Context: an optimization exercise on an open-source flow, tuned for small area, a short achievable clock period and few clock cycles per item. The choices shown serve that exercise and are no tape-out recipe. No activity file was given, so power comes from the tool's default toggle rates.

Design APB_Slave, start of the top module:
module APB_Slave#( parameter DWIDTH = 32, AWIDTH = 5)
(   input                                      PCLK,             
    input                                   PRESETn,             
    input                                     PSELx,             
    input                                   PENABLE,             
    input                        [AWIDTH-1:0] PADDR,             
    input                                    PWRITE,             
    input                       [DWIDTH-1:0] PWDATA,             
    output reg                  [DWIDTH-1:0] PRDATA,             
    output                                   PREADY,             
    output                                   PSLVERR             
);
    localparam DEPTH = 2**AWIDTH;
    localparam LANES = 2;
    localparam LW    = DWIDTH / LANES;
    reg           [DWIDTH-1:0] mem_arr[DEPTH-1:0];
    wire          [DWIDTH-1:0] rd_word;
    wire                       wr = PSELx && PENABLE && PWRITE;
    genvar l, g, b;
    generate
        for (l = 0; l < LANES; l = l + 1) begin : lane
            wire [DEPTH-1:0] rsel;                               
            wire [DEPTH-1:0] wsel;                               
  ...
Size in the first run: ~2000 cells after synthesis, ~1100 flip-flops.
==> module APB_Slave_dec, before the edit <==
module APB_Slave_dec
(   input        [4:0] addr,
    input              wr,                                       
    output      [31:0] rsel,
    output      [31:0] wsel
);
    genvar g;
    generate
        for (g = 0; g < 32; g = g + 1) begin : w
            assign rsel[g] = (addr == g);
            assign wsel[g] = wr && (addr == g);
        end
    endgenerate
endmodule
==> module APB_Slave, before the edit <==
module APB_Slave#( parameter DWIDTH = 32, AWIDTH = 5)
(   input                                      PCLK,             
    input                                   PRESETn,             
    input                                     PSELx,             
    input                                   PENABLE,             
    input                        [AWIDTH-1:0] PADDR,             
    input                                    PWRITE,             
    input                       [DWIDTH-1:0] PWDATA,             
    output reg                  [DWIDTH-1:0] PRDATA,             
    output                                   PREADY,             
    output                                   PSLVERR             
);
    localparam DEPTH = 2**AWIDTH;
    localparam LANES = 2;
    localparam LW    = DWIDTH / LANES;
    reg           [DWIDTH-1:0] mem_arr[DEPTH-1:0];
    wire          [DWIDTH-1:0] rd_word;
    wire                       wr = PSELx && PENABLE && PWRITE;
    genvar l, g, b;
    generate
        for (l = 0; l < LANES; l = l + 1) begin : lane
            wire [DEPTH-1:0] rsel;                               
            wire [DEPTH-1:0] wsel;                               
            APB_Slave_dec u_dec (.addr(PADDR), .wr(wr), .rsel(rsel), .wsel(wsel));
            for (g = 0; g < DEPTH; g = g + 1) begin : word
                always @(posedge PCLK)
                    if (wsel[g])
                        mem_arr[g][l*LW +: LW] <= PWDATA[l*LW +: LW];
            end
            for (b = l*LW; b < (l+1)*LW; b = b + 1) begin : rd
                wire [DEPTH-1:0] column;
                for (g = 0; g < DEPTH; g = g + 1) begin : col
                    assign column[g] = mem_arr[g][b];
                end
                APB_Slave_rdbit u_bit (.sel(rsel), .d(column), .q(rd_word[b]));
            end
        end
    endgenerate
always @(posedge PCLK)
begin
    PRDATA <= rd_word;
end
    assign PREADY  = 1'b1;
    assign PSLVERR = 1'b0;
endmodule
==> flow/config.mk <==
export PLATFORM = sky130hd
export DESIGN_NAME = APB_Slave
export DESIGN_NICKNAME = APB_Slave
export VERILOG_FILES = /design/flow/design.v
export SDC_FILE = /design/flow/constraint.sdc
export NUM_CORES = 4
export LEC_CHECK = 0
export CAP_MARGIN = 20
export CORE_MARGIN = 2
export CORE_UTILIZATION = 65
export CTS_CLUSTER_DIAMETER = 100
export CTS_CLUSTER_SIZE = 24
export SETUP_SLACK_MARGIN = 3.3
export SLEW_MARGIN = 20
export SYNTH_HIERARCHICAL = 1
==> flow/constraint.sdc <==
create_clock -name core_clock -period 5.5 [get_ports {PCLK}]
set_input_delay 1.1000 -clock core_clock [delete_from_list [all_inputs] [get_ports {PCLK}]]
set_output_delay 1.1000 -clock core_clock [all_outputs]
set_load 0.01 [all_outputs]
run.sh (not shown) runs the stock make flow with config.mk's settings and CLKGATE_MAP_FILE= SYNTH_SCRIPT=/design/flow/synth_recipe.tcl, a recipe that flattens the netlist after the stock synthesis.
Next try:
--- a/flow/design.v
+++ b/flow/design.v
@@ -35,20 +35,38 @@
     endgenerate
     APB_Slave_nand2 u32 (.a(n), .y(q));
 endmodule
 module APB_Slave_dec
-(   input        [4:0] addr,
-    input              wr,                                       
+(   input        [3:0] lo_n,                                     
+    input        [3:0] lo_wr_n,                                  
+    input        [7:0] hi_n,                                     
     output      [31:0] rsel,
     output      [31:0] wsel
 );
     genvar g;
     generate
         for (g = 0; g < 32; g = g + 1) begin : w
-            assign rsel[g] = (addr == g);
-            assign wsel[g] = wr && (addr == g);
+            assign rsel[g] = ~(lo_n[g % 4]    | hi_n[g / 4]);
+            assign wsel[g] = ~(lo_wr_n[g % 4] | hi_n[g / 4]);
         end
     endgenerate
+endmodule
+module APB_Slave_predec
+(   input        [4:0] addr,
+    input              wr,                                       
+    output reg   [3:0] lo_n,                                     
+    output reg   [3:0] lo_wr_n,                                  
+    output reg   [7:0] hi_n                                      
+);
+    integer k;
+    always @(*) begin
+        for (k = 0; k < 4; k = k + 1) begin
+            lo_n[k]    = ~(addr[1:0] == k);
+            lo_wr_n[k] = ~(wr && addr[1:0] == k);
+        end
+        for (k = 0; k < 8; k = k + 1)
+            hi_n[k]    = ~(addr[4:2] == k);
+    end
 endmodule
 module APB_Slave#( parameter DWIDTH = 32, AWIDTH = 5)
 (   input                                      PCLK,             
     input                                   PRESETn,             
@@ -61,9 +79,9 @@
     output                                   PREADY,             
     output                                   PSLVERR             
 );
     localparam DEPTH = 2**AWIDTH;
-    localparam LANES = 2;
+    localparam LANES = 4;
     localparam LW    = DWIDTH / LANES;
     reg           [DWIDTH-1:0] mem_arr[DEPTH-1:0];
     wire          [DWIDTH-1:0] rd_word;
     wire                       wr = PSELx && PENABLE && PWRITE;
@@ -71,9 +89,12 @@
     generate
         for (l = 0; l < LANES; l = l + 1) begin : lane
             wire [DEPTH-1:0] rsel;                               
             wire [DEPTH-1:0] wsel;                               
-            APB_Slave_dec u_dec (.addr(PADDR), .wr(wr), .rsel(rsel), .wsel(wsel));
+            wire [3:0] lo_n, lo_wr_n;                            
+            wire [7:0] hi_n;                                     
+            APB_Slave_predec u_predec (.addr(PADDR), .wr(wr), .lo_n(lo_n), .lo_wr_n(lo_wr_n), .hi_n(hi_n));
+            APB_Slave_dec u_dec (.lo_n(lo_n), .lo_wr_n(lo_wr_n), .hi_n(hi_n), .rsel(rsel), .wsel(wsel));
             for (g = 0; g < DEPTH; g = g + 1) begin : word
                 always @(posedge PCLK)
                     if (wsel[g])
                         mem_arr[g][l*LW +: LW] <= PWDATA[l*LW +: LW];
Outcome: Via count came out higher by about 1.5%; total power is about the same; critical path depth came out higher by 2; clock power barely changes; synthesized cell count grows by 9.9%; synthesized area went up by 3.1%; global-route usage came out lower by 2.0 points.
No run of this note included a check of the RTL's function; only the layout flow was run.

## re-timing with driven ports
No port has a modelled driver above. Below, the same layouts with a new extraction and two added sets of constraints. Step 1, drivers: a clkbuf_16 drives PCLK and a buf_2 each remaining input, both assumed. Step 2, shift: input delay + t, output delay - t, t = (earliest + latest rising clock arrival at the registers) / 2. This alone moves slack from input paths to output paths. Three values: no drivers, after step 1, after step 2; two values: the first two.
| run | shift t [ns] | setup slack, ns | worst data-port slew with drivers (ns) |
|---|---|---|---|
| the first run | 0.681 | 3.165 / 3.186 / 2.513 | 0.09 |
| the second run | 0.672 | 3.288 / 3.259 / 2.598 | 0.10 |
After both steps every run listed still meets setup and hold. The setup slack of the second run, which loses most, moves by -0.029 ns with the drivers and by -0.690 ns with both steps.
